What follows belongs to an exercise in optimizing a design on an open flow for small area and a short achievable clock period; a production flow would make more cautious choices. RTL that was checked went through simulation tests only; none was proved equivalent to the original.

## fir
module fir(
	input			clk_100k,
	input			rst_n,
	input 	signed [8:0]	samp_in,
	output 	signed [8:0]	fir_out
);
reg [8:0] x0, x1, x2, x3, x4, x5, x6, x7, x8, x9, x10, x11, x12, x13, x14, x15, x16, x17;
reg rq2_0_0, rq2_0_1, rq2_1_0, rq2_2_0, rq2_2_1, rq2_3_0, rq2_4_0, rq2_5_0, rq2_6_0, rq2_7_0, rq2_7_1, rq2_8_0, rq2_8_1, rq2_9_0, rq2_10_0, rq2_10_1, rq2_11_0, rq2_11_1, rq2_12_0, rq2_12_1, rq2_13_0, rq2_13_1, rq2_14_0, rq2_14_1, rq2_15_0, rq2_16_0, rq2_16_1, rq2_17_0, rq2_17_1, rq2_18_0, rq2_18_1, rq2_19_0, rq2_20_0, rq2_20_1, rq2_21_0, rq2_21_1, rq2_22_0, rq2_22_1, rq2_23_0, rq2_23_1, rq2_24_0, rq2_24_1, rq1_0_0, rq1_1_0, rq1_2_0, rq1_3_0, rq1_3_1, rq1_4_0, rq1_5_0, rq1_5_1, rq1_6_0, rq1_6_1, rq1_7_0, rq1_7_1, rq1_8_0, rq1_9_0, rq1_9_1, rq1_10_0, rq1_11_0, rq1_12_0, rq1_12_1, rq1_13_0, rq1_13_1, rq1_14_0, rq1_14_1, rq1_15_0, rq1_15_1, rq1_16_0, rq1_16_1, rq1_17_0, rq1_17_1, rq1_18_0, rq1_19_0, rq1_19_1, rq1_20_0, rq1_20_1, rq1_21_0, rq1_21_1, rq1_22_0, rq1_22_1, rq1_23_0, rq1_23_1, rq1_24_0;
wire [9:0] u2_6 = {x3[8],x3} + {x11[8],x11};
wire [9:0] u2_7 = {x4[8],x4} + {x10[8],x10};
wire [9:0] u2_8 = {x5[8],x5} + {x9[8],x9};
wire [9:0] u2_9 = {x6[8],x6} + {x8[8],x8};
wire [9:0] u1_2 = {x0[8],x0} + {x16[8],x16};
wire [9:0] u1_3 = {x1[8],x1} + {x15[8],x15};
wire [9:0] u1_4 = {x2[8],x2} + {x14[8],x14};
wire [9:0] u1_5 = {x3[8],x3} + {x13[8],x13};
  ...
export LEC_CHECK = 0
export CAP_MARGIN = 20
export CORE_MARGIN = 2
export CORE_UTILIZATION = 65
export CTS_BUF_LIST = sky130_fd_sc_hd__clkbuf_8
export CTS_CLUSTER_DIAMETER = 60
export CTS_CLUSTER_SIZE = 16
export SLEW_MARGIN = 20
export SYNTH_HIERARCHICAL = 1
export SYNTH_MINIMUM_KEEP_SIZE = 0
export TNS_END_PERCENT = 10
create_clock -name core_clock -period 16.0 [get_ports {clk_100k}]
standard.sh (not shown) runs the stock make flow with config.mk's settings and CLKGATE_MAP_FILE= SYNTH_SCRIPT=/design/flow/synth_recipe.tcl, a recipe that flattens the netlist after the stock synthesis.
==> flow/flow/run.sh <==
#!/bin/bash
# The standard layout (standard.sh), with repair_timing asked to keep a setup margin:
# the constraints are unchanged, the margin only makes the timing repair work harder.
set -euo pipefail
MARGIN=${MARGIN:-11.3}
sed "s|\"\${@:-finish}\"|SETUP_SLACK_MARGIN=$MARGIN \"\${@:-finish}\"|" standard.sh > margin.sh
grep -q "SETUP_SLACK_MARGIN=$MARGIN" margin.sh
bash margin.sh > layout.log 2>&1
Rerun with:
--- a/flow/flow/run.sh
+++ b/flow/flow/run.sh
@@ -4,3 +4,3 @@
 set -euo pipefail
-MARGIN=${MARGIN:-11.3}
+MARGIN=${MARGIN:-11}
 sed "s|\"\${@:-finish}\"|SETUP_SLACK_MARGIN=$MARGIN \"\${@:-finish}\"|" standard.sh > margin.sh
=> The changed run produced a clean layout; sequential cell count is unchanged; non-clock buffer count fell by 16; clock skew drops by 7.8 ps; final area fell by 0.79%; worst setup slack stays flat; via count came out lower by 0.78%; global-route usage grows by 0.17 points; final cell count came out lower by 0.81%; sequential share of layout area is higher by 0.20 points.
Function was not checked in any run of this note: the RTL went through the layout flow alone.


Setup of run B:
fir, a different RTL version from the one above (not shown whole).
Size in the first run: about 20 I/O pins, ~22000 sq um of cells after synthesis.
Design fir, start of the top module:
module fir(
	input			clk_100k,
	input			rst_n,
	input 	signed [8:0]	samp_in,
	output 	signed [8:0]	fir_out
);
reg [8:0] x0, x1, x2, x3, x4, x5, x6, x7, x8, x9, x10, x11, x12, x13, x14, x15, x16, x17;
reg rq2_0_0, rq2_0_1, rq2_1_0, rq2_2_0, rq2_2_1, rq2_3_0, rq2_4_0, rq2_5_0, rq2_6_0, rq2_6_1, rq2_7_0, rq2_7_1, rq2_8_0, rq2_8_1, rq2_9_0, rq2_10_0, rq2_10_1, rq2_11_0, rq2_11_1, rq2_12_0, rq2_12_1, rq2_13_0, rq2_13_1, rq2_14_0, rq2_14_1, rq2_15_0, rq2_16_0, rq2_16_1, rq2_17_0, rq2_17_1, rq2_18_0, rq2_18_1, rq2_19_0, rq2_19_1, rq2_20_0, rq2_20_1, rq2_21_0, rq2_21_1, rq2_22_0, rq2_22_1, rq2_23_0, rq2_23_1, rq2_24_0, rq2_24_1, rq1_0_0, rq1_0_1, rq1_1_0, rq1_2_0, rq1_3_0, rq1_3_1, rq1_4_0, rq1_5_0, rq1_5_1, rq1_6_0, rq1_7_0, rq1_8_0, rq1_8_1, rq1_9_0, rq1_9_1, rq1_10_0, rq1_11_0, rq1_12_0, rq1_12_1, rq1_13_0, rq1_13_1, rq1_14_0, rq1_14_1, rq1_15_0, rq1_15_1, rq1_16_0, rq1_16_1, rq1_17_0, rq1_17_1, rq1_18_0, rq1_18_1, rq1_19_0, rq1_20_0, rq1_20_1, rq1_21_0, rq1_21_1, rq1_22_0, rq1_22_1, rq1_23_0, rq1_23_1, rq1_24_0;
wire [9:0] u2_6 = {x3[8],x3} + {x11[8],x11};
wire [9:0] u2_7 = {x4[8],x4} + {x10[8],x10};
wire [9:0] u2_8 = {x5[8],x5} + {x9[8],x9};
wire [9:0] u2_9 = {x6[8],x6} + {x8[8],x8};
wire [9:0] u1_2 = {x0[8],x0} + {x16[8],x16};
wire [9:0] u1_3 = {x1[8],x1} + {x15[8],x15};
wire [9:0] u1_4 = {x2[8],x2} + {x14[8],x14};
wire [9:0] u1_5 = {x3[8],x3} + {x13[8],x13};
wire h2_1_s, h2_1_c;
assign {h2_1_c, h2_1_s} = 1'b1 + x7[0] + u2_7[0];
wire h2_2_s, h2_2_c;
fir_ha h2_2_ha ({~u2_6[0]}, u2_8[0], h2_2_s, h2_2_c);
wire h2_3_s, h2_3_c;
assign {h2_3_c, h2_3_s} = 1'b1 + x7[1] + x17[0];
wire h2_4_s, h2_4_c;
fir_fa h2_4_fa (h2_3_s, u2_7[1], u2_8[1], h2_4_s, h2_4_c);
wire h2_5_s, h2_5_c;
fir_fa h2_5_fa (u2_6[1], u2_9[0], {~h2_2_c}, h2_5_s, h2_5_c);
wire h2_6_s, h2_6_c;
fir_fa h2_6_fa (h2_1_c, h2_4_s, {~h2_5_s}, h2_6_s, h2_6_c);
wire h2_7_s, h2_7_c;
fir_fa h2_7_fa (x7[2], x17[1], h2_3_c, h2_7_s, h2_7_c);
wire h2_8_s, h2_8_c;
fir_fa h2_8_fa (h2_7_s, u2_7[2], u2_8[2], h2_8_s, h2_8_c);
wire h2_9_s, h2_9_c;
fir_fa h2_9_fa (u2_6[2], u2_9[1], {~h2_4_c}, h2_9_s, h2_9_c);
wire h2_10_s, h2_10_c;
fir_fa h2_10_fa ({~h2_8_s}, h2_5_c, h2_9_s, h2_10_s, h2_10_c);
wire h2_11_s, h2_11_c;
  ...
Settings: LEC_CHECK=0, CAP_MARGIN=20, CORE_MARGIN=2, CORE_UTILIZATION=65, CTS_BUF_LIST=sky130_fd_sc_hd__clkbuf_4 sky130_fd_sc_hd__clkbuf_8, SLEW_MARGIN=20, SYNTH_HIERARCHICAL=1, SYNTH_MINIMUM_KEEP_SIZE=0; clock period 16.0 ns.
==> flow/flow/run.sh <==
#!/bin/bash
# The standard layout (standard.sh), with repair_timing asked to keep a setup margin:
# the constraints are unchanged, the margin only makes the timing repair work harder.
set -euo pipefail
MARGIN=${MARGIN:-11}
sed "s|\"\${@:-finish}\"|SETUP_SLACK_MARGIN=$MARGIN \"\${@:-finish}\"|" standard.sh > margin.sh
grep -q "SETUP_SLACK_MARGIN=$MARGIN" margin.sh
bash margin.sh > layout.log 2>&1
The following lists how run D was set up differently from run B:
Settings: CTS_CLUSTER_SIZE now 20, previously not set; CTS_BUF_LIST now sky130_fd_sc_hd__clkbuf_8 sky130_fd_sc_hd__clkbuf_16, was sky130_fd_sc_hd__clkbuf_4 sky130_fd_sc_hd__clkbuf_8; CTS_CLUSTER_DIAMETER now 60, previously not set; TNS_END_PERCENT now 10, previously not set.
==> comparison <==
The standard cells in run D occupy less silicon area than those in run B do.
The first-pass iteration count of the detailed router of run D is higher than that of run B.
Changes observed in run D relative to run B: global-route total usage across every layer dropped 1.1 points; average detailed-routed wire length per instance has increased; utilization went down by 3.2 points; sequential share of layout area went up.

==> separate check: timing with driven ports <==
Ports are ideal in the flow. The routed layouts listed here were re-timed in OpenROAD. Step 1: set_driving_cell puts a clkbuf_16 on clk_100k and a buf_2 on each other input, an assumption about the parent block. Step 2 adds t to the input delays and takes it off the output delays; t is the mean of the earliest and latest rising clock arrival at the registers after step 1. Input paths then give back, and output paths get back, about the clock's delay inside the block. Slacks: ideal / step 1 / step 2; pairs: ideal / step 1.
run	t (ns)	setup WS [ns]	hold slack, ns	latest minus earliest clock arrival (ns)	worst register clock-pin slew, ns
the first run of note 1	0.652	10.768 / 10.768 / 10.187	0.357 / 0.357 / 0.357	0.044 / 0.044	0.12 / 0.12
the second run of note 1	0.659	10.771 / 10.754 / 10.317	0.356 / 0.356 / 0.356	0.043 / 0.043	0.10 / 0.10
run B	0.676	10.646 / 10.646 / 10.042	0.337 / 0.337 / 0.337	0.030 / 0.030	0.07 / 0.07
run D	0.589	10.580 / 10.580 / 10.016	0.351 / 0.351 / 0.351	0.023 / 0.023	0.08 / 0.08
After both steps setup and hold are still met in every run listed. For run B, which loses most, drivers alone change the setup slack by 0.000 ns; drivers and shift together by -0.604 ns.
